This is an optimization exercise on Yosys and OpenROAD, whose aim is small area, not a production implementation.
Power figures rest on the tool's default switching activity, not on a simulated workload.

==> flow/design.v <==
module ALU #(
    parameter [8:0] FAST = 9'b100000000,   
    parameter integer K = 4                
) (
    input  wire [7:0] a,
    input  wire [7:0] b,
    input  wire [2:0] op,
    output wire [7:0] result
);
    wire is_mul = (op == 3'd3);
    wire is_dv  = op[2] & (op[0] ^ op[1]);    
    wire is_div = (op == 3'd5);
    wire inv    = is_dv | (op == 3'd4);       
    wire [7:0] bx = b ^ {8{inv}};
    wire [8:0] nz;
    assign nz[8] = 1'b1;
    genvar w, j;
    generate
        for (w = 7; w >= 1; w = w - 1) begin : g_nz
            assign nz[w] = nz[w + 1] & ~b[w];
        end
    endgenerate
    wire [7:0] q;
    wire [7:0] rr [0:8];
    assign rr[8] = 8'd0;
    wire [K-1:0] rk;    
    generate
        for (w = 1; w <= 8; w = w + 1) begin : g_st
            wire [w-1:0] t;
            wire [w:0]   d;
            wire [w-1:0] y;
            wire         cin;
            if (w == K + 1) begin : g_tk
                assign t[K:1] = rk;
            end else if (w > 1) begin : g_t
                assign t[w-1:1] = rr[9 - w][w-2:0];
            end
            if (w <= K) begin : g_ytop
                assign t[0] = a[8 - w];
                assign y = ~b[w-1:0];
                assign cin = 1'b1;
            end else begin : g_y
                assign t[0] = a[8 - w] & ~is_mul;
                assign y = bx[w-1:0];
                assign cin = inv;
            end
            if (FAST[w]) begin : g_fast
                assign d = {1'b0, t} + {1'b0, y} + {{w{1'b0}}, cin};
            end else begin : g_rip
                wire [w:0] c;
                assign c[0] = cin;
                for (j = 0; j < w; j = j + 1) begin : g_b
                    assign d[j]   = t[j] ^ y[j] ^ c[j];
                    assign c[j+1] = (t[j] & y[j]) | (t[j] & c[j]) | (y[j] & c[j]);
                end
                assign d[w] = c[w];
            end
            wire ge = nz[w] & d[w];
            assign q[8 - w] = ge;
            wire sel;
            if (w <= K) begin : g_stop
                assign sel = ge;
            end else if (w == 8) begin : g_slast
                assign sel = is_mul ? a[0] : is_dv ? ge : 1'b1;
            end else begin : g_smid
                assign sel = is_mul ? a[8 - w] : (is_dv & ge);
            end
            assign rr[8 - w][w-1:0] = sel ? d[w-1:0] : t;
            if (w < 8) begin : g_pad
                assign rr[8 - w][7:w] = {(8 - w){1'b0}};
            end
        end
    endgenerate
    wire [K-1:0] mk = a[7:8-K] * b[K-1:0];
    assign rk = is_mul ? mk : is_dv ? rr[8-K][K-1:0] : a[7:8-K];
    assign result = is_div ? q : rr[0];
endmodule
module queue_with_controller (
    input  wire       clk,
    input  wire       rst,
    input  wire       shift,
    input  wire [7:0] back,
    input  wire       inc,
    input  wire       dec,
    input  wire       set_err,
    output wire [7:0] a,
    output wire [7:0] b,
    output wire [7:0] tail,
    output reg  [2:0] n,
    output reg        err
);
    reg [7:0] r0, r1, r2, r3, r4;
    always @(posedge clk) begin
        if (shift) begin
            r0 <= back;
            r1 <= r0;
            r2 <= r1;
            r3 <= r2;
            r4 <= r3;
        end
    end
    always @(posedge clk or posedge rst) begin
        if (rst) begin
            n   <= 3'd0;
            err <= 1'b0;
        end else begin
            if (inc)
                n <= n + 3'd1;
            else if (dec)
                n <= n - 3'd1;
            if (set_err)
                err <= 1'b1;
        end
    end
    reg [7:0] ra, rb;
    always @* begin
        case ({n[2], n[0]})
            2'd0: begin ra = r1; rb = r0; end
            2'd1: begin ra = r2; rb = r1; end
            2'd2: begin ra = r3; rb = r2; end
            2'd3: begin ra = r4; rb = r3; end
        endcase
    end
    assign a = ra;
    assign b = rb;
    assign tail = r0;
endmodule
module calculator(
    input wire clk,
    input wire rst,
    input wire[7:0] in,
    input wire[2:0] op,
    input wire apply,
    output wire[7:0] tail,
    output wire empty,
    output wire valid
);
    wire [7:0] a, b, result;
    wire [2:0] n;
    wire err;
    wire go     = apply & ~err;
    wire is_push = (op == 3'd0);
    wire is_pop  = (op == 3'd1);
    wire is_arith = (op != 3'd0) & (op != 3'd1) & (op != 3'd7);
    wire by_div  = op[2] & (op[0] ^ op[1]);
    wire full    = (n == 3'd5);
    wire none    = (n == 3'd0);
    wire two     = n[2] | n[1];            
    wire bzero   = (b == 8'd0);
    wire ok_push  = is_push & ~full;
    wire ok_pop   = is_pop & ~none;
    wire ok_arith = is_arith & two & ~(by_div & bzero);
    wire shift   = go & (ok_push | ok_arith);
    wire inc     = go & ok_push;
    wire dec     = go & (ok_pop | ok_arith);
    wire set_err = go & ~(ok_push | ok_pop | ok_arith);
    queue_with_controller queue (
        .clk(clk), .rst(rst),
        .shift(shift), .back(is_push ? in : result),
        .inc(inc), .dec(dec), .set_err(set_err),
        .a(a), .b(b), .tail(tail), .n(n), .err(err)
    );
    ALU alu (.a(a), .b(b), .op(op), .result(result));
    assign empty = none;
    assign valid = ~err;
endmodule
clock: 15.0 ns
lec_check: 0
abc_area: 1
cap_margin: 20
core_margin: 2
core_utilization: 40
slew_margin: 20
run.sh (not shown) runs the stock make flow with config.mk's settings and CLKGATE_MAP_FILE= SYNTH_SCRIPT=/design/flow/synth_recipe.tcl, a recipe that flattens the netlist after the stock synthesis.
Rerun with:
--- a/flow/design.v
+++ b/flow/design.v
@@ -1,4 +1,4 @@
 module ALU #(
-    parameter [8:0] FAST = 9'b100000000,   
+    parameter [8:0] FAST = 9'b000000000,   
     parameter integer K = 4                
 ) (
Effect: Clock-buffer cell count is unchanged; clock power rose by 7.7%; setup slack is worse by 660 ps; utilization rose by 9.9 points; sequential power barely changes; power fell by 9.9%; routed wire length rose by 9.3%; via count rose by 8.4%; first-iteration DRC count fell by 23%; worst hold slack is better by 4.2 ps.
Function was not checked in any run of this note: the RTL went through the layout flow alone.

* * *

Setup of Q:
RTL: the design.v shown in full above, as it stands there.
export LEC_CHECK = 0
export ABC_AREA = 1
export CAP_MARGIN = 20
export CORE_MARGIN = 2
export CORE_UTILIZATION = 40
export SLEW_MARGIN = 20
create_clock -name core_clock -period 15.0 [get_ports {clk}]
standard.sh (not shown) runs the stock make flow with config.mk's settings and CLKGATE_MAP_FILE= SYNTH_SCRIPT=/design/flow/synth_recipe.tcl, a recipe that flattens the netlist after the stock synthesis.
==> flow/flow/run.sh <==
#!/bin/bash
set -euo pipefail
export BUFFER_PORTS_ARGS="-buffer_cell sky130_fd_sc_hd__buf_1"
export RECOVER_POWER=100
bash standard.sh > standard.log 2>&1
Although Q finished all stages, its layout failed final checks on capacitance limit, slew limit.
Setup changes, Q to S
--- a/flow/design.v
+++ b/flow/design.v
@@ -1,7 +1,6 @@
 module ALU #(
-    parameter [8:0] FAST = 9'b100000000,   
-    parameter integer K = 4                
+    parameter [8:0] FAST = 9'b100000000    
 ) (
     input  wire [7:0] a,
     input  wire [7:0] b,
     input  wire [2:0] op,
@@ -22,21 +21,21 @@
     endgenerate
     wire [7:0] q;
     wire [7:0] rr [0:8];
     assign rr[8] = 8'd0;
-    wire [K-1:0] rk;    
+    wire [2:0] r5;    
     generate
         for (w = 1; w <= 8; w = w + 1) begin : g_st
             wire [w-1:0] t;
             wire [w:0]   d;
             wire [w-1:0] y;
             wire         cin;
-            if (w == K + 1) begin : g_tk
-                assign t[K:1] = rk;
+            if (w == 4) begin : g_t4
+                assign t[3:1] = r5;
             end else if (w > 1) begin : g_t
                 assign t[w-1:1] = rr[9 - w][w-2:0];
             end
-            if (w <= K) begin : g_ytop
+            if (w <= 3) begin : g_ytop
                 assign t[0] = a[8 - w];
                 assign y = ~b[w-1:0];
                 assign cin = 1'b1;
             end else begin : g_y
@@ -57,9 +56,9 @@
             end
             wire ge = nz[w] & d[w];
             assign q[8 - w] = ge;
             wire sel;
-            if (w <= K) begin : g_stop
+            if (w <= 3) begin : g_stop
                 assign sel = ge;
             end else if (w == 8) begin : g_slast
                 assign sel = is_mul ? a[0] : is_dv ? ge : 1'b1;
             end else begin : g_smid
@@ -70,10 +69,10 @@
                 assign rr[8 - w][7:w] = {(8 - w){1'b0}};
             end
         end
     endgenerate
-    wire [K-1:0] mk = a[7:8-K] * b[K-1:0];
-    assign rk = is_mul ? mk : is_dv ? rr[8-K][K-1:0] : a[7:8-K];
+    wire [2:0] m5 = a[7:5] * b[2:0];
+    assign r5 = is_mul ? m5 : is_dv ? rr[5][2:0] : a[7:5];
     assign result = is_div ? q : rr[0];
 endmodule
 module queue_with_controller (
     input  wire       clk,
### Flow results
What the final checks of S revealed, after a flow that finished every stage, was a layout that fails on capacitance limit, slew limit. Relative to Q, the final design instance area without fill measured on S has increased by more than 10%. Relative to Q, the global-route wire length before repair measured on S has increased slightly. Relative to Q, the highest clock frequency the design can meet measured on S has decreased by a few percent. Total global-route track usage: S > Q. Synthesized area was higher in the run labelled Q. Setup slack: S less than Q. S reports its kind of critical path as input port to flip-flop while Q reports flip-flop to flip-flop.
No run of this note included a check of the RTL's function; only the layout flow was run.

[what the ideal ports hide]
The results above use ideal ports. As a check the final layouts listed here were re-extracted and re-timed, cells and wires unchanged. Step 1 assumes that a clkbuf_16 drives the clock port and a buf_2 every other input. Step 2 adds t to the input delays and takes it off the output delays; t is the mean of the earliest and latest rising clock arrival at the registers after step 1. Input paths then give back, and output paths get back, about the clock's delay inside the block. a / b / c = no drivers / after step 1 / after step 2; a / b = the first two.
run	t, ns	setup WS [ns]	worst setup path after step 2
the first run of note 1	0.325	0.858 / 0.858 / 0.685	input to register
the second run of note 1	0.332	0.202 / 0.202 / 0.202	register to register
Q	0.332	0.859 / 0.859 / 0.859	register to register
S	0.323	0.469 / 0.474 / 0.151	input to register
The setup slack of S, which loses most, moves by +0.005 ns with the drivers and by -0.318 ns with both steps.
